From an optimization exercise on the open Yosys and OpenROAD flow, aimed at small area, a short achievable clock period and few clock cycles per item; shortcuts taken in it are not production practice.
Where RTL was checked, it was by simulation tests only, not by an equivalence proof against the original.
Power and IR drop assume default switching activity.

## before
==> flow/design.v <==
`timescale 1ns / 1ps
module FP16_div(
    input [15:0]data_dividend,
    input [15:0]data_divisor,
    input input_valid,
    input clk,
    input rst,
    output [15:0]data_q,
    output reg output_update,
    output reg idle
    );
    reg found;               
    reg st;                  
    reg qr1, qr2;            
    reg s;                   
    reg rnd;                 
    reg [11:0] X;            
    reg [10:0] D;            
    reg [6:0] E;             
    reg [9:0] M;             
    wire busy = ~idle;
    wire load = input_valid & idle;
    wire [4:0] ea = data_dividend[14:10];
    wire [4:0] eb = data_divisor[14:10];
    wire ea_nz = |ea;
    wire eb_nz = |eb;
    wire [11:0] X_in = {1'b0, ea_nz, data_dividend[9:0]};
    wire [10:0] D_in = {eb_nz, data_divisor[9:0]};
    wire [4:0] ex = {ea[4:1], ea[0] | ~ea_nz};
    wire [4:0] ed = {eb[4:1], eb[0] | ~eb_nz};
    wire [6:0] E_in = {2'b00, ex} + {2'b00, ~ed} + 7'b1110000;    
    wire [11:0] nD = ~{1'b0, D};
    wire [11:0] X2 = {X[10:0], 1'b0};
    wire [11:0] A = X[11:0] + nD + 12'd1;                      
    wire [11:0] B = X2 + nD + 12'd1;                           
    wire [11:0] D2 = {D, 1'b0};
    wire [11:0] Dd = {1'b0, D};
    wire [11:0] X2c = {X[10:0], 1'b1};
    wire [11:0] cs_s = X2c ^ Dd ^ D2;
    wire [11:0] cs_c = (X2c & ~(Dd & D2)) | ~(Dd | D2);
    wire [11:0] C = cs_s + {cs_c[10:0], 1'b0} + 12'd1;         
    wire q1 = ~A[11];
    wire q2 = q1 ? ~C[11] : ~B[11];
    wire [10:0] P_hi = C[11] ? {A[9:0], 1'b0} : C[10:0];      
    wire [10:0] P_lo = B[11] ? {X[9:0], 1'b0} : B[10:0];      
    wire [10:0] P = q1 ? P_hi : P_lo;
    wire Dz = ~|D;
    wire dn = ~D[10];
    wire signed [6:0] Es = E;
    wire e_ovf = Es >= 32;
    wire e31 = E == 7'd31;
    wire e_zero = Es <= -11;
    wire e_m10 = Es == -10;
    wire e_m9 = Es == -9;
    wire e_den = (Es >= -8) & (Es <= 1);
    wire e1 = E == 7'd1;
    wire e_m8 = Es == -8;
    wire e_m7 = Es == -7;
    wire [3:0] mk = 4'd2 - E[3:0];                    
    wire [10:0] marker = 11'd1 << mk;
    wire [6:0] Eadj = E + (dn ? 7'd1 : {6'b111111, qr2});
    reg f2;
    reg [6:0] E2;
    reg [10:0] M2;
    always @(*) begin
        f2 = 1'b1;
        E2 = E;
        M2 = {M[8:0], qr1, qr2};
        if (~found) begin
            if (e_den) begin
                E2 = {6'd0, e1 & qr1};
                M2 = marker | {9'd0, qr1, qr2};
            end else if (qr1) begin
                M2 = {9'd0, 1'b1, qr2};
            end else if (qr2) begin
                E2 = Eadj;
                M2 = 11'd1;
            end else begin
                E2 = Eadj;
                M2 = 11'd0;
                f2 = 1'b0;
            end
        end
    end
    wire ovf = Dz | (~dn & (st ? (~found & e31 & qr1) : e_ovf));
    wire zero = ~dn & ~st & e_zero;
    wire fin_b = ~dn & (st ? (found ? M[8] : e_m8) : e_m10);               
    wire fin_a = ~dn & (st ? (found ? (M[7] & ~M[8]) : e_m7) : e_m9);     
    wire done = ovf | zero | fin_a | fin_b;
    always @(posedge clk) begin
        if (rst) begin
            idle <= 1'b1;
            output_update <= 1'b0;
        end else if (load) begin
            idle <= 1'b0;
            output_update <= 1'b0;
        end else begin
            idle <= idle | done;
            output_update <= busy & done;
        end
    end
    always @(posedge clk) begin
        if (load) begin
            X <= X_in;
            D <= D_in;
            st <= 1'b0;
        end else if (dn) begin
            D <= {D[9:0], 1'b0};
        end else begin
            X <= {P, 1'b0};
            st <= 1'b1;
        end
        qr1 <= q1;
        qr2 <= q2;
        rnd <= (fin_b & q1) | (fin_a & q2);
    end
    always @(posedge clk) begin
        if (load) begin
            s <= data_dividend[15] ^ data_divisor[15];
            E <= E_in;
            found <= 1'b0;
        end else if (ovf) begin
            E <= 7'd30;
        end else if (dn) begin
            E <= Eadj;
        end else if (~st) begin
            if (zero | fin_a | fin_b) E <= 7'd0;
        end else begin
            E <= E2;
            found <= f2;
        end
    end
    always @(posedge clk) begin
        if (load)
            M <= 10'd0;
        else if (ovf)
            M <= 10'h3ff;
        else if (dn)
            M <= 10'd0;
        else if (~st)
            M <= {9'd0, fin_a & q1};
        else
            M <= fin_a ? {M2[8:0], q1} : M2[9:0];
    end
    wire [14:0] EM = {E[4:0], M};
    wire sat = EM == 15'h7bff;
    wire [14:0] V = EM + {14'd0, rnd & ~sat};
    wire rzero = ~|{EM, rnd};
    assign data_q = {s & ~rzero, V};
endmodule
Settings: LEC_CHECK=0, CAP_MARGIN=20, CORE_MARGIN=2, CORE_UTILIZATION=40, CTS_BUF_LIST=sky130_fd_sc_hd__clkbuf_4 sky130_fd_sc_hd__clkbuf_8, SETUP_SLACK_MARGIN=1.65, SLEW_MARGIN=20; clock period 5.0 ns.
standard.sh (not shown) runs the stock make flow with config.mk's settings and CLKGATE_MAP_FILE= SYNTH_SCRIPT=/design/flow/synth_recipe.tcl, a recipe that flattens the netlist after the stock synthesis.
==> flow/flow/run.sh <==
#!/bin/bash
# Standard layout, with the port buffers made from buf_2 cells.
set -euo pipefail
export BUFFER_PORTS_ARGS="-buffer_cell sky130_fd_sc_hd__buf_2"
bash standard.sh > standard.log 2>&1
before: done, clean on timing, DRC and antenna
Testbench counts of before, summed over its fixed seeds: cycles 51,570, items 8,000.
> inputs changed (before -> after)
--- a/flow/design.v
+++ b/flow/design.v
@@ -15,4 +15,6 @@
     reg s;                   
     reg rnd;                 
+    reg cm;                  
+    reg ltr;                 
     reg [11:0] X;            
     reg [10:0] D;            
@@ -25,5 +27,6 @@
     wire ea_nz = |ea;
     wire eb_nz = |eb;
-    wire [11:0] X_in = {1'b0, ea_nz, data_dividend[9:0]};
+    wire lt = ea_nz & eb_nz & (data_dividend[9:6] < data_divisor[9:6]);
+    wire [11:0] X_in = lt ? {1'b1, data_dividend[9:0], 1'b0} : {1'b0, ea_nz, data_dividend[9:0]};
     wire [10:0] D_in = {eb_nz, data_divisor[9:0]};
     wire [4:0] ex = {ea[4:1], ea[0] | ~ea_nz};
@@ -48,9 +51,9 @@
     wire dn = ~D[10];
     wire signed [6:0] Es = E;
-    wire e_ovf = Es >= 32;
+    wire e_ovf = ltr ? (Es >= 33) : (Es >= 32);
     wire e31 = E == 7'd31;
-    wire e_zero = Es <= -11;
-    wire e_m10 = Es == -10;
-    wire e_m9 = Es == -9;
+    wire e_zero = ltr ? (Es <= -10) : (Es <= -11);
+    wire e_m10 = ltr ? (Es == -9) : (Es == -10);
+    wire e_m9 = ltr ? (Es == -8) : (Es == -9);
     wire e_den = (Es >= -8) & (Es <= 1);
     wire e1 = E == 7'd1;
@@ -59,5 +62,5 @@
     wire [3:0] mk = 4'd2 - E[3:0];                    
     wire [10:0] marker = 11'd1 << mk;
-    wire [6:0] Eadj = E + (dn ? 7'd1 : {6'b111111, qr2});
+    wire [6:0] Eadj = E + (dn ? 7'd1 : {6'b111111, qr2 | ~st});
     reg f2;
     reg [6:0] E2;
@@ -111,7 +114,9 @@
             st <= 1'b1;
         end
+        if (load) ltr <= lt;
         qr1 <= q1;
         qr2 <= q2;
         rnd <= (fin_b & q1) | (fin_a & q2);
+        cm <= st & ((fin_b & (&M2[9:0])) | (fin_a & (&M2[8:0]) & q1));
     end
     always @(posedge clk) begin
@@ -126,4 +131,5 @@
         end else if (~st) begin
             if (zero | fin_a | fin_b) E <= 7'd0;
+            else if (ltr) E <= Eadj;
         end else begin
             E <= E2;
@@ -143,8 +149,9 @@
             M <= fin_a ? {M2[8:0], q1} : M2[9:0];
     end
-    wire [14:0] EM = {E[4:0], M};
-    wire sat = EM == 15'h7bff;
-    wire [14:0] V = EM + {14'd0, rnd & ~sat};
-    wire rzero = ~|{EM, rnd};
-    assign data_q = {s & ~rzero, V};
+    wire sat = cm & (E[4:0] == 5'd30);
+    wire r = rnd & ~sat;
+    wire [9:0] Mr = M + {9'd0, r};
+    wire [4:0] Er = E[4:0] + {4'd0, r & cm};
+    wire rzero = ~|{E[4:0], M, rnd};
+    assign data_q = {s & ~rzero, Er, Mr};
 endmodule
[summary]
after: all stages complete, timing, DRC and antenna checks passed
Synthesized cell count in after vs before: up 7.7%
Maximum number of pins on one net before global-route repair (after over before): decrease, 32%
after reports a higher via count of the first global-routing pass than before does.
In after the count of inverters other than clock inverters in the layout turned out 5 higher than in before.
Looking at routed via count divided by cell count across before and after, the one that comes out lower is before.
When after is set beside before, its post-route clock period utilization turns out to be 0.54 points smaller.
Against before, after reports a clock power share that is higher.
Number of resized instances in the post-cts repair step in after is 11 below before.
For after, only the layout was checked, not whether the RTL still works.

static timing again, ports no longer ideal:
How much do the figures lean on ideal ports? The routed layouts below were timed once more, with nothing changed but the port constraints.
Step 1: set_driving_cell puts a clkbuf_16 on clk and a buf_2 on each other input, an assumption about the parent block.
Step 2 adds t to the input delays and takes it off the output delays; t is the mean of the earliest and latest rising clock arrival at the registers after step 1. Input paths then give back, and output paths get back, about the clock's delay inside the block.
Three values: no drivers, after step 1, after step 2; two values: the first two.
| run | t, ns | setup WS [ns] | worst slew at a driven data input, ns | pins driven straight from the clock port |
|---|---|---|---|---|
| before | 0.338 | 1.721 / 1.689 / 1.647 | 0.03 | 1 |
| after | 0.359 | 1.748 / 1.748 / 1.477 | 0.04 | 1 |
After both steps every run listed still meets setup and hold. The setup slack of after, which loses most, moves by 0.000 ns with the drivers and by -0.271 ns with both steps.
